From an optimization exercise on the open Yosys and OpenROAD flow, aimed at small area; shortcuts taken in it are not production practice. Only simulation tests tie the RTL to the original design; equivalence was not proved. No activity file was given, so power comes from the tool's default toggle rates.

// fir_pipeline
module fir_pipeline #(
    parameter DATA_WIDTH  = 24,
    parameter TAP_NUM     = 64,
    parameter COEFF_WIDTH = 26
)(
    input  logic                          clk,
    input  logic                          rst_n,
    input  logic                          in_valid,
    input  logic signed [DATA_WIDTH-1:0]  in_data,
    output logic                          out_valid,
    output logic signed [DATA_WIDTH+15:0] out_data
);
    localparam int NR = TAP_NUM - 2;    
    localparam int AW = 27;             
    localparam int LW = 13;             
    localparam int HW = AW - LW;        
    function automatic logic signed [COEFF_WIDTH-1:0] coeff(input integer k);
        case (k)
            0: coeff = 26'sd0;
            1: coeff = 26'sd137;
            2: coeff = -26'sd531;
            3: coeff = 26'sd51;
            4: coeff = 26'sd2256;
            5: coeff = -26'sd4368;
            6: coeff = 26'sd1756;
            7: coeff = 26'sd6984;
            8: coeff = -26'sd14653;
            9: coeff = 26'sd9000;
            10: coeff = 26'sd13355;
            11: coeff = -26'sd35455;
            12: coeff = 26'sd28671;
            13: coeff = 26'sd17439;
            14: coeff = -26'sd70614;
            15: coeff = 26'sd71227;
            16: coeff = 26'sd10121;
            17: coeff = -26'sd121666;
            18: coeff = 26'sd150813;
            19: coeff = -26'sd25292;
            20: coeff = -26'sd185871;
            21: coeff = 26'sd286953;
            22: coeff = -26'sd117772;
            23: coeff = -26'sd255456;
            24: coeff = 26'sd515868;
            25: coeff = -26'sd327817;
            26: coeff = -26'sd318777;
            27: coeff = 26'sd953354;
            28: coeff = -26'sd866001;
            29: coeff = -26'sd363288;
            30: coeff = 26'sd2439282;
            31: coeff = -26'sd4406275;
            32: coeff = 26'sd21990352;
            33: coeff = -26'sd4406275;
            34: coeff = 26'sd2439282;
            35: coeff = -26'sd363288;
            36: coeff = -26'sd866001;
            37: coeff = 26'sd953354;
            38: coeff = -26'sd318777;
            39: coeff = -26'sd327817;
            40: coeff = 26'sd515868;
  ...
==> flow/config.mk <==
export PLATFORM = sky130hd
export DESIGN_NAME = fir_pipeline
export DESIGN_NICKNAME = fir_pipeline
export VERILOG_FILES = /design/flow/design.v
export SDC_FILE = /design/flow/constraint.sdc
export NUM_CORES = 8
export LEC_CHECK = 0
export ABC_AREA = 1
export CAP_MARGIN = 20
export CORE_MARGIN = 2
export CORE_UTILIZATION = 50
export SLEW_MARGIN = 20
==> flow/constraint.sdc <==
create_clock -name core_clock -period 10.0 [get_ports {clk}]
set_input_delay 2.0000 -clock core_clock [delete_from_list [all_inputs] [get_ports {clk}]]
set_output_delay 2.0000 -clock core_clock [all_outputs]
set_load 0.01 [all_outputs]
standard.sh (not shown) runs the stock make flow with config.mk's settings and CLKGATE_MAP_FILE= SYNTH_SCRIPT=/design/flow/synth_recipe.tcl, a recipe that flattens the netlist after the stock synthesis.
==> flow/flow/run.sh <==
#!/bin/bash
# Standard ORFS layout (the standard.sh) with these changes:
#  - synthesis maps with our own ABC script (flow/abc_area.script, used as
#    ORFS's area script; ABC_AREA is set in config.mk)
#  - extra don't-use cells: sky130_fd_sc_hd__ha_1 sky130_fd_sc_hd__ha_2 sky130_fd_sc_hd__ha_4 sky130_fd_sc_hd__o21ai_0 sky130_fd_sc_hd__a21boi_0 sky130_fd_sc_hd__and2_0 sky130_fd_sc_hd__o311ai_0 sky130_fd_sc_hd__or2_0
#  - clock tree synthesis without dummy loads, with our buffer and clustering
#  - port buffers use buf_1
# Each tool's output is in orfs/logs; make's output is in standard.log.
set -euo pipefail
rm -rf scripts_local
cp -r "$FLOW_HOME/scripts" scripts_local
cp flow/abc_area.script scripts_local/abc_area.script
cat > config_local.mk <<EOC
include $PWD/config.mk
export SCRIPTS_DIR = $PWD/scripts_local
export CTS_ARGS = -sink_clustering_enable -repair_clock_nets -dont_use_dummy_load -buf_list sky130_fd_sc_hd__clkbuf_8 -sink_clustering_size 22 -sink_clustering_max_diameter 80
export BUFFER_PORTS_ARGS = -buffer_cell sky130_fd_sc_hd__buf_1
export DONT_USE_CELLS += sky130_fd_sc_hd__ha_1 sky130_fd_sc_hd__ha_2 sky130_fd_sc_hd__ha_4 sky130_fd_sc_hd__o21ai_0 sky130_fd_sc_hd__a21boi_0 sky130_fd_sc_hd__and2_0 sky130_fd_sc_hd__o311ai_0 sky130_fd_sc_hd__or2_0
EOC
sed "s#DESIGN_CONFIG=[^ ]*#DESIGN_CONFIG=$PWD/config_local.mk#" standard.sh > standard_local.sh
bash standard_local.sh > standard.log 2>&1
==> flow/flow/abc_area.script <==
strash
&get -n
&deepsyn -J 300 -S 1
&put
&get -n
&dch
&nf -R 1000
&put
topo
stime -c
Change:
==> flow/flow/run.sh (replaced) <==
#!/bin/bash
# Standard ORFS layout (the standard.sh) with these changes:
#  - synthesis maps with our own ABC script (flow/abc_area.script, used as
#    ORFS's area script; ABC_AREA is set in config.mk)
#  - clock tree synthesis without dummy loads, with our buffer and clustering
#  - port buffers use buf_1
set -euo pipefail
rm -rf scripts_local
cp -r "$FLOW_HOME/scripts" scripts_local
cp flow/abc_area.script scripts_local/abc_area.script
export SCRIPTS_DIR="$PWD/scripts_local"
export CTS_ARGS="-sink_clustering_enable -repair_clock_nets -dont_use_dummy_load -buf_list sky130_fd_sc_hd__clkbuf_8 -sink_clustering_size 26 -sink_clustering_max_diameter 35"
export BUFFER_PORTS_ARGS="-buffer_cell sky130_fd_sc_hd__buf_1"
bash standard.sh > standard.log 2>&1
Settings changed: CORE_UTILIZATION 50 to 60.
Outcome: The new run finished with timing, DRC and antenna clean; sequential share of layout area came out lower by 2.4 points; utilization rises by 12 points; cell count shrinks by 0.37%; synthesized area grows by 1.2%; setup slack gains 0.11 ns; total power rose by 7.1%; clock-buffer cell count goes up by 58; routed wire length grows by 2.4%; hold slack improved by 0.017 ns.
Change:
--- a/flow/flow/run.sh
+++ b/flow/flow/run.sh
@@ -11,3 +11,3 @@
 export SCRIPTS_DIR="$PWD/scripts_local"
-export CTS_ARGS="-sink_clustering_enable -repair_clock_nets -dont_use_dummy_load -buf_list sky130_fd_sc_hd__clkbuf_8 -sink_clustering_size 26 -sink_clustering_max_diameter 35"
+export CTS_ARGS="-sink_clustering_enable -repair_clock_nets -dont_use_dummy_load -buf_list sky130_fd_sc_hd__clkbuf_8 -sink_clustering_size 20 -sink_clustering_max_diameter 50"
 export BUFFER_PORTS_ARGS="-buffer_cell sky130_fd_sc_hd__buf_1"
Settings changed: CORE_UTILIZATION 60 to 40.
Routed wire length rose by a little under a tenth.
Power is lower by a few percent.
Clock-buffer cell count went down by 38.
Design area is about the same.

## afterwards: timing with drivers on the ports
The results above use ideal ports. As a check the final layouts listed here were re-extracted and re-timed, cells and wires unchanged.
Step 1 sets driving cells, clkbuf_16 on the clock port and buf_2 on the other inputs (assumed; they add their load-dependent delay and slew).
Step 2 moves the port delays by t, midway between the first and last clock arrival at a register: inputs arrive t later, outputs are due t later. That takes back most of the time a late clock gives input paths.
a / b / c = ideal ports / drivers / drivers and shift; a / b = the first two.
run | t, ns | setup slack, ns | slew at the worst register clock pin (ns)
the first run | 0.701 | 0.802 / 0.802 / 0.802 | 0.12 / 0.12
the second run | 0.777 | 0.909 / 0.909 / 0.909 | 0.11 / 0.11
the third run | 0.735 | 0.732 / 0.732 / 0.732 | 0.11 / 0.11
After both steps every run listed still meets setup and hold.
